What follows belongs to an exercise in optimizing a design on an open flow for small area, a short achievable clock period and few clock cycles per item; a production flow would make more cautious choices. In this exercise RTL edits were held to simulation tests only and were not proved equivalent to the original.

## the previous run
// circuit8
module circuit8(a, b, c, zero, clk, rst, start, z, done);
    input [63:0] a, b, c, zero;
    input clk, rst;
    input start;
    output [63:0] z;
    output done;
    localparam K  = 8;                 
    reg         busy, first, done_r;
    reg  [5:0]  cnt;                   
    reg  [63:0] Zr;                    
    reg  [63:0] NR;                    
    reg  [63:0] ZR;                    
    reg  [63:0] C;                     
    wire [63:0] nrk;
    wire [5:0]  idx;
    MOD #(.K(K)) steps (.NR(NR), .C(C), .first(first), .cnt(cnt), .nrk(nrk), .idx(idx));
    wire fin = (idx == 6'd0);
    wire eq = (nrk == ~ZR);
    wire [63:0] am1, cp1;
    DEC #(.DATAWIDTH(64)) dec0 (.a(Zr), .d(am1));
    INC #(.DATAWIDTH(64)) inc0 (.a(C), .d(cp1));
    wire [63:0] res = eq ? am1 : cp1;
    always @(posedge clk) begin
        if (!busy) begin
            Zr <= a;
            NR <= ~a;
            C  <= c;
            ZR <= zero;
        end else begin
            NR <= nrk;
            if (fin) Zr <= res;
        end
    end
    always @(posedge clk) begin
        if (rst) begin
            busy <= 1'b0;
            done_r <= 1'b0;
            first <= 1'b0;
            cnt <= 6'd0;
        end else if (start) begin
            busy <= 1'b1;
            done_r <= 1'b0;
            first <= 1'b1;
            cnt <= 6'd0;
        end else begin
            first <= 1'b0;
            cnt <= idx - 6'd1;
            done_r <= busy & fin;
            if (fin) busy <= 1'b0;
        end
    end
    assign z = Zr;
    assign done = done_r;
endmodule
==> flow/config.mk <==
export PLATFORM = sky130hd
export DESIGN_NAME = circuit8
export DESIGN_NICKNAME = circuit8
export VERILOG_FILES = /design/flow/design.v
export SDC_FILE = /design/flow/constraint.sdc
export NUM_CORES = 4
export LEC_CHECK = 0
export CAP_MARGIN = 20
export CORE_MARGIN = 2
export CORE_UTILIZATION = 25
export SETUP_SLACK_MARGIN = 5
export SLEW_MARGIN = 20
==> flow/constraint.sdc <==
create_clock -name core_clock -period 250.0 [get_ports {clk}]
set_input_delay 50.0000 -clock core_clock [delete_from_list [all_inputs] [get_ports {clk}]]
set_output_delay 50.0000 -clock core_clock [all_outputs]
set_load 0.01 [all_outputs]
standard.sh (not shown) runs the stock make flow with config.mk's settings and CLKGATE_MAP_FILE= SYNTH_SCRIPT=/design/flow/synth_recipe.tcl, a recipe that flattens the netlist after the stock synthesis.
==> flow/flow/run.sh <==
#!/bin/bash
# Standard layout, with the port buffers made of sky130_fd_sc_hd__buf_1
# instead of the delay buffer the placer would pick.
set -e
cp standard.sh standard_sh.log
export BUFFER_PORTS_ARGS="-buffer_cell sky130_fd_sc_hd__buf_1"
bash standard.sh > standard.log 2>&1
Testbench counts of the previous run, summed over its fixed seeds: cycles 51,579, items 12,000.
Changes in the current run relative to the previous run:
Settings: CTS_CLUSTER_DIAMETER now 90, previously not set; CTS_CLUSTER_SIZE now 25, previously not set; CORE_UTILIZATION now 50, was 25.
[summary]
Core region area improves in the current run relative to the previous run.
Going from the previous run to the current run, the final period demand of the worst path was found to have gone down by 0.074 ns.
Total detailed-routing wirelength ended up 16000 microns lower on the current run than on the previous run.
Setup slack on the current run is ahead of the previous run.
The current run — number of non-clock buffers 0.59% lower, the previous run as reference
The current run: count of clock-buffer cells in the layout lower than the previous run
The current run -> the previous run: share of the clock period used by the worst path after layout flat
On tightest slew margin relative to the limit, the previous run beats the current run.

run A:
The RTL this note starts from:
==> flow/design.v <==
module DEC(a, d);
    parameter DATAWIDTH = 8;
    input  [DATAWIDTH-1:0] a;
    output [DATAWIDTH-1:0] d;
    wire [DATAWIDTH:0] bw;
    assign bw[0] = 1'b1;
    genvar i;
    generate
        for (i = 0; i < DATAWIDTH; i = i + 1) begin : b
            assign d[i] = a[i] ^ bw[i];
            assign bw[i+1] = bw[i] & ~a[i];
        end
    endgenerate
endmodule
module INC(a, d);
    parameter DATAWIDTH = 8;
    input  [DATAWIDTH-1:0] a;
    output [DATAWIDTH-1:0] d;
    wire [DATAWIDTH:0] cy;
    assign cy[0] = 1'b1;
    genvar i;
    generate
        for (i = 0; i < DATAWIDTH; i = i + 1) begin : b
            assign d[i] = a[i] ^ cy[i];
            assign cy[i+1] = cy[i] & a[i];
        end
    endgenerate
endmodule
module MOD(NR, C, first, cnt, nrk, idx);
    parameter K = 8;
    localparam NG = (64 + K - 1) / K;
    localparam DW = 64 + K - 1;
    localparam SB = (NG > 32) ? 6 : (NG > 16) ? 5 : (NG > 8) ? 4 : (NG > 4) ? 3 : 2;
    input  [63:0]     NR;
    input  [63:0]     C;
    input             first;
    input  [5:0]      cnt;
    output reg [63:0] nrk;
    output reg [5:0]  idx;
    function [5:0] lzg;
        input [63:0] x;
        integer i;
        reg [K*NG-1:0] xe;
        begin
            xe = {x, {(K*NG-64){1'b0}}};
            lzg = NG - 1;
            for (i = NG - 1; i >= 0; i = i - 1)
                if (|xe[K*NG-1-K*i -: K]) lzg = i;
        end
    endfunction
    localparam B = 2, NB = 64 / B, LB = 5;
    function [64:0] add;
        input [63:0] a, b;
        input        ci;
        reg [63:0] p, g;
        reg [NB-1:0] bg, bp;
        reg [64:0] cy;
        reg gt;
        integer l, j, k;
        begin
            p = a ^ b;
            g = a & b;
            for (j = 0; j < NB; j = j + 1) begin
                gt = g[B*j];
                for (k = 1; k < B; k = k + 1)
                    gt = g[B*j+k] | (p[B*j+k] & gt);
                bg[j] = gt;
                bp[j] = &p[B*j +: B];
            end
            bg[0] = bg[0] | (bp[0] & ci);
            for (l = 0; l < LB; l = l + 1)
                for (j = (2 << l) - 1; j < NB; j = j + (2 << l)) begin
                    bg[j] = bg[j] | (bp[j] & bg[j - (1 << l)]);
                    bp[j] = bp[j] & bp[j - (1 << l)];
                end
            for (l = LB - 2; l >= 0; l = l - 1)
                for (j = (3 << l) - 1; j < NB; j = j + (2 << l)) begin
                    bg[j] = bg[j] | (bp[j] & bg[j - (1 << l)]);
                    bp[j] = bp[j] & bp[j - (1 << l)];
                end
            cy[0] = ci;
            for (j = 0; j < NB; j = j + 1) begin
                for (k = 0; k < B - 1; k = k + 1)
                    cy[B*j+k+1] = g[B*j+k] | (p[B*j+k] & cy[B*j+k]);
                cy[B*j+B] = bg[j];
            end
            add = {cy[64], p ^ cy[63:0]};
        end
    endfunction
    reg [6:0]    gw;
    reg [DW-1:0] dsh;
    reg [64:0]   t;
    reg [DW-1:0] dv;
    reg [63:0]   x;
    integer i;
    always @* begin
        gw  = {1'b0, lzg(C)} - {1'b0, lzg(~NR)};
        idx = first ? (gw[6] ? 6'd0 : gw[5:0]) : cnt;
        dsh = {C, {(K-1){1'b0}}};
        for (i = 0; i < SB; i = i + 1)
            if (idx[i]) dsh = dsh << (K << i);
        x = NR;
        for (i = 0; i < K; i = i + 1) begin
            dv = dsh >> i;
            if (i % 2 == 0) begin
                t = add(x, dv[63:0], 1'b0);
                x = (!t[64] && (dv >> 64) == 0) ? ~t[63:0] : ~x;
            end else begin
                t = add(x, ~dv[63:0], 1'b1);
                x = (t[64] && (dv >> 64) == 0) ? ~t[63:0] : ~x;
            end
        end
        nrk = (K % 2 == 0) ? x : ~x;
    end
endmodule
`timescale 1ns / 1ps
module COMP(a, b, gt, lt, eq);
    parameter DATAWIDTH = 2;
    input [DATAWIDTH-1:0] a, b;
    output reg gt, lt, eq;
    always @ (a, b) begin
        gt <= 0; lt <= 0; eq <= 0;
        if(a > b)
            gt <= 1;
        else if(a < b) 
            lt <= 1;
        else 
            eq <= 1;
    end
endmodule
`timescale 1ns / 1ps
module MUX2x1(a, b, sel, d);
    parameter DATAWIDTH = 2;
    input [DATAWIDTH-1:0] a, b;
    input sel;
    output reg [DATAWIDTH-1:0] d;
    always @ (a, b, sel) begin
        if(~sel)
            d <= a;
        else
            d <= b;
    end
endmodule
`timescale 1ns / 1ps
module REG(d, clk, rst, q);
    parameter DATAWIDTH = 16;
    input [DATAWIDTH-1:0] d;
    input clk, rst;
    output reg [DATAWIDTH-1:0] q;
    always @(posedge clk) begin
        if(rst)
            q <= 0;
        else 
            q <= d;
    end
endmodule
module circuit8(a, b, c, zero, clk, rst, start, z, done);
    input [63:0] a, b, c, zero;
    input clk, rst;
    input start;
    output [63:0] z;
    output done;
    localparam K  = 8;                 
    reg         busy, first, done_r;
    reg  [5:0]  cnt;                   
    reg  [63:0] Zr;                    
    reg  [63:0] NR;                    
    reg  [63:0] ZR;                    
    reg  [63:0] C;                     
    wire [63:0] nrk;
    wire [5:0]  idx;
    MOD #(.K(K)) steps (.NR(NR), .C(C), .first(first), .cnt(cnt), .nrk(nrk), .idx(idx));
    wire fin = (idx == 6'd0);
    wire eq = (nrk == ~ZR);
    wire [63:0] am1, cp1;
    DEC #(.DATAWIDTH(64)) dec0 (.a(Zr), .d(am1));
    INC #(.DATAWIDTH(64)) inc0 (.a(C), .d(cp1));
    wire [63:0] res = eq ? am1 : cp1;
    always @(posedge clk) begin
        if (!busy) begin
            Zr <= a;
            NR <= ~a;
            C  <= c;
            ZR <= zero;
        end else begin
            NR <= nrk;
            if (fin) Zr <= res;
        end
    end
    always @(posedge clk) begin
        if (rst) begin
            busy <= 1'b0;
            done_r <= 1'b0;
            first <= 1'b0;
            cnt <= 6'd0;
        end else if (start) begin
            busy <= 1'b1;
            done_r <= 1'b0;
            first <= 1'b1;
            cnt <= 6'd0;
        end else begin
            first <= 1'b0;
            cnt <= idx - 6'd1;
            done_r <= busy & fin;
            if (fin) busy <= 1'b0;
        end
    end
    assign z = Zr;
    assign done = done_r;
endmodule
clock: 250.0 ns
lec_check: 0
cap_margin: 20
core_margin: 2
core_utilization: 25
cts_buf_list: sky130_fd_sc_hd__clkbuf_4 sky130_fd_sc_hd__clkbuf_8
setup_slack_margin: 5
slew_margin: 20
run.sh (not shown) runs the stock make flow with config.mk's settings and CLKGATE_MAP_FILE= SYNTH_SCRIPT=/design/flow/synth_recipe.tcl, a recipe that flattens the netlist after the stock synthesis.
Stock flow here: none of the scripts above is used.
Testbench counts of run A, summed over its fixed seeds: cycles 51,579, items 12,000.
Edits applied to the flow inputs when going from run A to run B:
# run A
export LEC_CHECK = 0
export CAP_MARGIN = 20
export CORE_MARGIN = 2
export CORE_UTILIZATION = 25
export CTS_BUF_LIST = sky130_fd_sc_hd__clkbuf_4 sky130_fd_sc_hd__clkbuf_8
export SETUP_SLACK_MARGIN = 5
export SLEW_MARGIN = 20
create_clock -name core_clock -period 250.0 [get_ports {clk}]
# run B
export LEC_CHECK = 0
export CAP_MARGIN = 20
export CORE_MARGIN = 2
export CORE_UTILIZATION = 50
export SETUP_SLACK_MARGIN = 5
export SLEW_MARGIN = 20
create_clock -name core_clock -period 250.0 [get_ports {clk}]
==> flow/flow/run.sh (new file) <==
#!/bin/bash
# Standard layout, with the port buffers made of sky130_fd_sc_hd__buf_1
# instead of the delay buffer the placer would pick.
set -e
cp standard.sh standard_sh.log
export BUFFER_PORTS_ARGS="-buffer_cell sky130_fd_sc_hd__buf_1"
bash standard.sh > standard.log 2>&1
==> flow/standard.sh (new file) <==
#!/bin/bash
# synth_recipe.tcl (not shown) runs the flow's synth.tcl, then flattens the netlist and writes it again
# the make line also repeats each setting of config.mk as NAME=value (left out here)
make -C /OpenROAD-flow-scripts/flow DESIGN_CONFIG=/design/flow/config.mk WORK_HOME=/design/flow/orfs CLKGATE_MAP_FILE= SYNTH_SCRIPT=/design/flow/synth_recipe.tcl "${@:-finish}"
removed: flow/run.sh
[summary]
- Changes observed in run B relative to run A: global-route usage over all layers has increased; first-iteration DRC count has increased; smallest setup slack after layout has increased; wire length has decreased.
- The maximum frequency in run B sits 0.89% above the value recorded for run A.
- Run B vs. run A: register fraction of the total cell area went up by 1.1 points.
- The total iterations of the first detailed-routing run reported for run B is smaller than that of run A by 2.

RTL: the design.v shown in full above, as it stands there.
==> flow/config.mk <==
export PLATFORM = sky130hd
export DESIGN_NAME = circuit8
export DESIGN_NICKNAME = circuit8
export VERILOG_FILES = /design/flow/design.v
export SDC_FILE = /design/flow/constraint.sdc
export NUM_CORES = 4
export LEC_CHECK = 0
export CAP_MARGIN = 20
export CORE_MARGIN = 2
export CORE_UTILIZATION = 25
export SETUP_SLACK_MARGIN = 5
export SLEW_MARGIN = 20
==> flow/constraint.sdc <==
create_clock -name core_clock -period 250.0 [get_ports {clk}]
set_input_delay 50.0000 -clock core_clock [delete_from_list [all_inputs] [get_ports {clk}]]
set_output_delay 50.0000 -clock core_clock [all_outputs]
set_load 0.01 [all_outputs]
Stock flow here: none of the scripts above is used.
Testbench counts at the start, summed over its fixed seeds: cycles 51,579, items 12,000.
Then changed:
==> flow/flow/run.sh (new file) <==
#!/bin/bash
# Standard layout, with the port buffers made of sky130_fd_sc_hd__buf_1
# instead of the delay buffer the placer would pick.
set -e
cp standard.sh standard_sh.log
export BUFFER_PORTS_ARGS="-buffer_cell sky130_fd_sc_hd__buf_1"
bash standard.sh > standard.log 2>&1
==> flow/standard.sh (new file) <==
#!/bin/bash
# synth_recipe.tcl (not shown) runs the flow's synth.tcl, then flattens the netlist and writes it again
# the make line also repeats each setting of config.mk as NAME=value (left out here)
make -C /OpenROAD-flow-scripts/flow DESIGN_CONFIG=/design/flow/config.mk WORK_HOME=/design/flow/orfs CLKGATE_MAP_FILE= SYNTH_SCRIPT=/design/flow/synth_recipe.tcl "${@:-finish}"
Settings changed: CORE_UTILIZATION 25 to 65, CTS_CLUSTER_DIAMETER set to 80, CTS_CLUSTER_SIZE set to 20.
removed: flow/run.sh
After rerunning:
- count of clock-buffer cells in the layout goes down by 4
- routed wire length goes down by 12%
- worst setup slack gains 0.44 ns
- area after synthesis stays the same
- die area goes down by 61%
- design area goes down by 7.9%
- sequential cell count is unchanged
- synthesized cell count is unchanged

-- what the ideal ports hide --
The flow's constraints put no driver on any port. The routed layouts listed below were extracted and timed again, unchanged, in two steps.
Step 1 (the two cells are an assumption about what drives the block):
set clk [get_ports {clk}]
set_driving_cell -lib_cell sky130_fd_sc_hd__clkbuf_16 $clk
set_driving_cell -lib_cell sky130_fd_sc_hd__buf_2 [delete_from_list [all_inputs] $clk]
Step 2 times the ports against the registers' clock, not the clock port: input delays grow and output delays shrink by t, the midpoint of the rising clock arrivals with the driver on.
a / b / c = ideal / step 1 / step 2; a / b = the first two.
| run | t (ns) | setup slack, ns | pins driven straight from the clock port |
|---|---|---|---|
| the previous run | 0.637 | 198.774 / 198.726 / 198.884 | 1 |
| the current run | 0.576 | 198.848 / 198.788 / 199.151 | 1 |
| run A | 0.639 | 198.379 / 198.333 / 198.513 | 1 |
| run B | 0.615 | 198.836 / 198.774 / 199.160 | 1 |
| the first run of note 3 | 0.635 | 198.408 / 198.358 / 198.509 | 1 |
| the second run of note 3 | 0.579 | 198.848 / 198.793 / 199.072 | 1 |
After both steps every run listed still meets setup and hold.
